From an optimization exercise on the open Yosys and OpenROAD flow, aimed at small area, a short achievable clock period and few clock cycles per item; shortcuts taken in it are not production practice. Only simulation tests tie the RTL to the original design; equivalence was not proved.

== job 101 ==
// mmult
module mmult(
  input  clk,                  
  input  reset_n,              
  input  enable,               
  input  [0:9*8-1] A_mat,      
  input  [0:9*8-1] B_mat,      
  output valid,                
  output reg [0:9*17-1] C_mat  
);
For scale: ~160 flip-flops, about 300 I/O pins.
clock: 90.0 ns
lec_check: 0
cap_margin: 5
core_margin: 2
core_utilization: 35
place_density: 0.45
slew_margin: 5
synth_hierarchical: 1
synth_minimum_keep_size: 0
standard.sh (not shown) runs the stock make flow with config.mk's settings and CLKGATE_MAP_FILE= SYNTH_SCRIPT=/design/flow/synth_recipe.tcl, a recipe that flattens the netlist after the stock synthesis.
==> flow/flow/run.sh <==
#!/bin/bash
# The standard layout, with the smallest buffer on each port and a clock tree
# without dummy loads.
set -euo pipefail
bash standard.sh BUFFER_PORTS_ARGS="-buffer_cell sky130_fd_sc_hd__buf_1" \
  CTS_ARGS="-sink_clustering_enable -repair_clock_nets -dont_use_dummy_load -buf_list sky130_fd_sc_hd__clkbuf_8" \
  finish > standard.log 2>&1
The flow did not stop early for job 101: all stages ran, and the layout cleared the timing, DRC and antenna checks.
Testbench counts of job 101, summed over its fixed seeds: cycles 1,600, mults 320.
What job 102 does differently from job 101 at the input level:
Settings: swapping 35 for 55 in CORE_UTILIZATION; swapping 0.45 for 0.7 in PLACE_DENSITY.
Results
Summary — die outline width, job 102 relative to job 101: lower, by about 20%. Global-route wire length before repair (job 102 over job 101): decrease, about 10%.

========
mmult, a different RTL version from the one above (not shown whole).
Size: roughly 1,300 cells after synthesis, roughly 160 flip-flops, roughly 18,000 um^2 of cells after synthesis.
clock: 90.0 ns
lec_check: 0
cap_margin: 5
core_margin: 2
core_utilization: 55
place_density: 0.7
slew_margin: 5
synth_hierarchical: 1
synth_minimum_keep_size: 0
==> flow/flow/run.sh <==
#!/bin/bash
# The standard layout, with the smallest buffer on each port, a clock tree
# without dummy loads, and timing repair that aims for 65 ns of setup slack
# (a period near 25 ns) instead of stopping at any positive slack.
set -euo pipefail
bash standard.sh BUFFER_PORTS_ARGS="-buffer_cell sky130_fd_sc_hd__buf_1" \
  CTS_ARGS="-sink_clustering_enable -repair_clock_nets -dont_use_dummy_load -buf_list sky130_fd_sc_hd__clkbuf_8" \
  SETUP_SLACK_MARGIN=65 \
  finish > standard.log 2>&1
The first run completed without violations.
Testbench counts at the start, summed over its fixed seeds: cycles 1,600, mults 320.
Next try:
CORE_UTILIZATION = 50   (was 55)
PLACE_DENSITY = 0.6   (was 0.7)
Hold slack gets better by 0.0057 ns. Register-to-register slack gets worse by 0.22 ns. Fmax drops by about 0.6%. Worst setup slack gets worse by 0.15 ns. Non-clock buffer count drops by 5. Area after synthesis is unchanged. First-iteration DRC count drops by 15%. Final area stays flat.

========
mmult, a different RTL version from the one above (not shown whole).
Size: ~1600 cells after synthesis, about 160 flip-flops, about 300 I/O pins, about 20000 um2 of cells after synthesis.
// mmult
module mmult(
  input  clk,                  
  input  reset_n,              
  input  enable,               
  input  [0:9*8-1] A_mat,      
  input  [0:9*8-1] B_mat,      
  output valid,                
  output reg [0:9*17-1] C_mat  
);
clock: 90.0 ns
lec_check: 0
cap_margin: 5
core_margin: 2
core_utilization: 55
place_density: 0.7
slew_margin: 5
synth_hierarchical: 1
synth_minimum_keep_size: 0
==> flow/flow/run.sh <==
#!/bin/bash
# The standard layout, with the smallest buffer on each port, a clock tree
# without dummy loads, and timing repair that aims for 66 ns of setup slack
# (a period near 24 ns) instead of stopping at any positive slack.
set -euo pipefail
bash standard.sh BUFFER_PORTS_ARGS="-buffer_cell sky130_fd_sc_hd__buf_1" \
  CTS_ARGS="-sink_clustering_enable -repair_clock_nets -dont_use_dummy_load -buf_list sky130_fd_sc_hd__clkbuf_8" \
  SETUP_SLACK_MARGIN=66 \
  finish > standard.log 2>&1
Testbench counts at the start, summed over its fixed seeds: cycles 1,600, mults 320.
Rerun with:
--- a/flow/flow/run.sh
+++ b/flow/flow/run.sh
@@ -3,2 +3,2 @@
-# without dummy loads, and timing repair that aims for 66 ns of setup slack
-# (a period near 24 ns) instead of stopping at any positive slack.
+# without dummy loads, and timing repair that aims for 67 ns of setup slack
+# (a period near 23 ns) instead of stopping at any positive slack.
@@ -8 +8 @@
-  SETUP_SLACK_MARGIN=66 \
+  SETUP_SLACK_MARGIN=67 \
After rerunning: Critical path depth stays the same; count of clock-buffer cells in the layout is unchanged; area after synthesis is unchanged.
Rerun with:
==> flow/flow/run.sh (replaced) <==
#!/bin/bash
# The standard layout, with the smallest buffer on each port and a clock tree
# without dummy loads.
set -euo pipefail
bash standard.sh BUFFER_PORTS_ARGS="-buffer_cell sky130_fd_sc_hd__buf_1" \
  CTS_ARGS="-sink_clustering_enable -repair_clock_nets -dont_use_dummy_load -buf_list sky130_fd_sc_hd__clkbuf_8" \
  finish > standard.log 2>&1
The changed run went through all stages and came out clean.
Utilization shrinks by 3.7 points.
Setup slack is worse by 0.64 ns.
Via count shrinks by 2.0%.
Sequential share of layout area grows by 1.3 points.
Fmax shrinks by 2.7%.
Count of clock-buffer cells in the layout stays the same.
Design area shrinks by 5.7%.
Routed wire length shrinks by 6.5%.
Cell count shrinks by 1.1%.
Synthesized area is unchanged.
Rerun with:
==> flow/flow/run.sh (replaced) <==
#!/bin/bash
# The standard layout, with the smallest buffer on each port.
set -euo pipefail
bash standard.sh BUFFER_PORTS_ARGS="-buffer_cell sky130_fd_sc_hd__buf_1" finish > standard.log 2>&1
Outcome: The new run finished clean; count of clock-buffer cells in the layout went up by 2; first-iteration DRC count rose by 4.6%; final area increases by 1.5%.

========
Another version of the RTL of mmult (not shown whole).
For scale: about 1300 cells after synthesis, ~300 I/O pins, ~17000 um^2 of cells after synthesis.
clock: 90.0 ns
lec_check: 0
cap_margin: 5
core_margin: 2
core_utilization: 55
place_density: 0.7
slew_margin: 5
synth_hierarchical: 1
synth_minimum_keep_size: 0
==> flow/flow/run.sh <==
#!/bin/bash
# The standard layout, with the smallest buffer on each port, a clock tree
# without dummy loads, and timing repair that aims for 65 ns of setup slack
# (a period near 25 ns) instead of stopping at any positive slack.
set -euo pipefail
bash standard.sh BUFFER_PORTS_ARGS="-buffer_cell sky130_fd_sc_hd__buf_1" \
  CTS_ARGS="-sink_clustering_enable -repair_clock_nets -dont_use_dummy_load -buf_list sky130_fd_sc_hd__clkbuf_8" \
  SETUP_SLACK_MARGIN=65 \
  finish > standard.log 2>&1
Testbench counts at the start, summed over its fixed seeds: cycles 1,600, mults 320.
Edit:
--- a/flow/config.mk
+++ b/flow/config.mk
@@ -8,6 +8,6 @@
 export CAP_MARGIN = 5
 export CORE_MARGIN = 2
-export CORE_UTILIZATION = 55
-export PLACE_DENSITY = 0.7
+export CORE_UTILIZATION = 50
+export PLACE_DENSITY = 0.6
 export SLEW_MARGIN = 5
 export SYNTH_HIERARCHICAL = 1
The changed run finished clean.
Core utilization goes down by 6.4 points.
Worst hold slack gains 0.013 ns.
Wire length goes up by 1.4%.
Design area barely changes.
Setup slack loses 0.090 ns.

========
tundra:
Another version of the RTL of mmult (not shown whole).
Size in the first run: roughly 1,800 cells after synthesis, about 160 flip-flops, ~300 I/O pins.
Design mmult, start of the top module:
module mmult(
  input  clk,                  
  input  reset_n,              
  input  enable,               
  input  [0:9*8-1] A_mat,      
  input  [0:9*8-1] B_mat,      
  output valid,                
  output reg [0:9*17-1] C_mat  
);
reg [1:0] row;    
reg       done;
wire busy = enable & ~done;
always @(posedge clk or negedge reset_n)
begin
    if (!reset_n) begin
        row  <= 2'd0;
        done <= 1'b0;
    end else if (busy) begin
        row  <= row + 2'd1;
        if (row == 2'd2) done <= 1'b1;
    end
end
wire [0:23] a_row = (row == 2'd0) ? A_mat[0:23] :
                    (row == 2'd1) ? A_mat[24:47] : A_mat[48:71];
wire [7:0] a0 = a_row[0:7];
wire [7:0] b00 = B_mat[0:7];
wire [7:0] b01 = B_mat[8:15];
wire [7:0] b02 = B_mat[16:23];
wire [7:0] a1 = a_row[8:15];
wire [7:0] b10 = B_mat[24:31];
wire [7:0] b11 = B_mat[32:39];
wire [7:0] b12 = B_mat[40:47];
wire [7:0] a2 = a_row[16:23];
wire [7:0] b20 = B_mat[48:55];
wire [7:0] b21 = B_mat[56:63];
wire [7:0] b22 = B_mat[64:71];
wire p0_0_0_0 = ~(a0[0] & b00[0]);
wire p0_0_0_1 = ~(a0[0] & b00[1]);
wire p0_0_0_2 = ~(a0[0] & b00[2]);
wire p0_0_0_3 = ~(a0[0] & b00[3]);
wire p0_0_0_4 = ~(a0[0] & b00[4]);
wire p0_0_0_5 = ~(a0[0] & b00[5]);
wire p0_0_0_6 = ~(a0[0] & b00[6]);
wire p0_0_0_7 = ~(a0[0] & b00[7]);
  ...
clock: 90.0 ns
lec_check: 0
cap_margin: 20
core_margin: 2
core_utilization: 20
place_density: 0.35
slew_margin: 20
synth_hierarchical: 1
synth_minimum_keep_size: 0
run.sh (not shown) runs the stock make flow with config.mk's settings and CLKGATE_MAP_FILE= SYNTH_SCRIPT=/design/flow/synth_recipe.tcl, a recipe that flattens the netlist after the stock synthesis.
Stock flow here: none of the scripts above is used.
Testbench counts of tundra, summed over its fixed seeds: cycles 1,600, mults 320.
Relative to tundra, the following input files were edited for cedar:
# tundra
export LEC_CHECK = 0
export CAP_MARGIN = 20
export CORE_MARGIN = 2
export CORE_UTILIZATION = 20
export PLACE_DENSITY = 0.35
export SLEW_MARGIN = 20
export SYNTH_HIERARCHICAL = 1
export SYNTH_MINIMUM_KEEP_SIZE = 0
create_clock -name core_clock -period 90.0 [get_ports {clk}]
# cedar
export LEC_CHECK = 0
export CAP_MARGIN = 5
export CORE_MARGIN = 2
export CORE_UTILIZATION = 55
export PLACE_DENSITY = 0.7
export SLEW_MARGIN = 5
export SYNTH_HIERARCHICAL = 1
export SYNTH_MINIMUM_KEEP_SIZE = 0
create_clock -name core_clock -period 90.0 [get_ports {clk}]
==> flow/flow/run.sh (new file) <==
#!/bin/bash
# The standard layout, with the smallest buffer on each port.
set -euo pipefail
bash standard.sh BUFFER_PORTS_ARGS="-buffer_cell sky130_fd_sc_hd__buf_1" finish > standard.log 2>&1
==> flow/standard.sh (new file) <==
#!/bin/bash
# synth_recipe.tcl (not shown) runs the flow's synth.tcl, then flattens the netlist and writes it again
# the make line also repeats each setting of config.mk as NAME=value (left out here)
make -C /OpenROAD-flow-scripts/flow DESIGN_CONFIG=/design/flow/config.mk WORK_HOME=/design/flow/orfs CLKGATE_MAP_FILE= SYNTH_SCRIPT=/design/flow/synth_recipe.tcl "${@:-finish}"
removed: flow/run.sh
==> comparison <==
- cedar: no failed stages, no open violations at the end
- Die area improves in cedar relative to tundra.
- cedar and tundra ended up with nearly the same synthesized instance count.
- Between tundra and cedar, the flow reports via count of the routed design increasing by a few percent.
- Looking only at final period utilization, and setting everything else aside, the higher value of cedar and tundra goes to tundra.
- Summary of cedar over tundra: final instance count without filler cells decreased about 26%; design area decreased about 12%; multi-input logic portion of the cell area increased 8.1 points.

## what the ideal ports hide
No port has a modelled driver above. Below, the same layouts with a new extraction and two added sets of constraints.
Step 1 assumes that a clkbuf_16 drives the clock port and a buf_2 every other input.
Step 2 moves the port delays by t, midway between the first and last clock arrival at a register: inputs arrive t later, outputs are due t later. That takes back most of the time a late clock gives input paths.
a / b / c = ideal / step 1 / step 2; a / b = the first two.
| run | shift t [ns] | slack for setup (ns) | slew at the worst register clock pin (ns) | worst slew at a driven data input, ns |
|---|---|---|---|---|
| job 101 | 0.574 | 64.959 / 64.991 / 64.418 | 0.10 / 0.10 | 0.09 |
| job 102 | 0.520 | 64.655 / 64.682 / 64.162 | 0.11 / 0.11 | 0.10 |
| the first run of note 2 | 0.504 | 65.366 / 65.394 / 64.890 | 0.11 / 0.11 | 0.07 |
| the second run of note 2 | 0.519 | 65.213 / 65.239 / 64.720 | 0.10 / 0.10 | 0.06 |
| the first run of note 3 | 0.522 | 66.321 / 66.345 / 65.823 | 0.09 / 0.09 | 0.10 |
| the second run of note 3 | 0.516 | 66.878 / 66.847 / 66.331 | 0.09 / 0.09 | 0.09 |
| the third run of note 3 | 0.521 | 66.240 / 66.263 / 65.742 | 0.09 / 0.09 | 0.10 |
| the fourth run of note 3 | 0.494 | 66.166 / 66.194 / 65.700 | 0.07 / 0.07 | 0.09 |
| the first run of note 4 | 0.552 | 65.227 / 65.252 / 64.700 | 0.09 / 0.09 | 0.09 |
| the second run of note 4 | 0.529 | 65.137 / 65.167 / 64.638 | 0.09 / 0.09 | 0.06 |
| tundra | 0.570 | 65.349 / 65.385 / 64.815 | 0.08 / 0.08 | 0.11 |
| cedar | 0.513 | 65.860 / 65.884 / 65.371 | 0.07 / 0.07 | 0.10 |
After both steps every run listed still meets setup and hold. The setup slack of the second run of note 3, which loses most, moves by -0.031 ns with the drivers and by -0.547 ns with both steps.
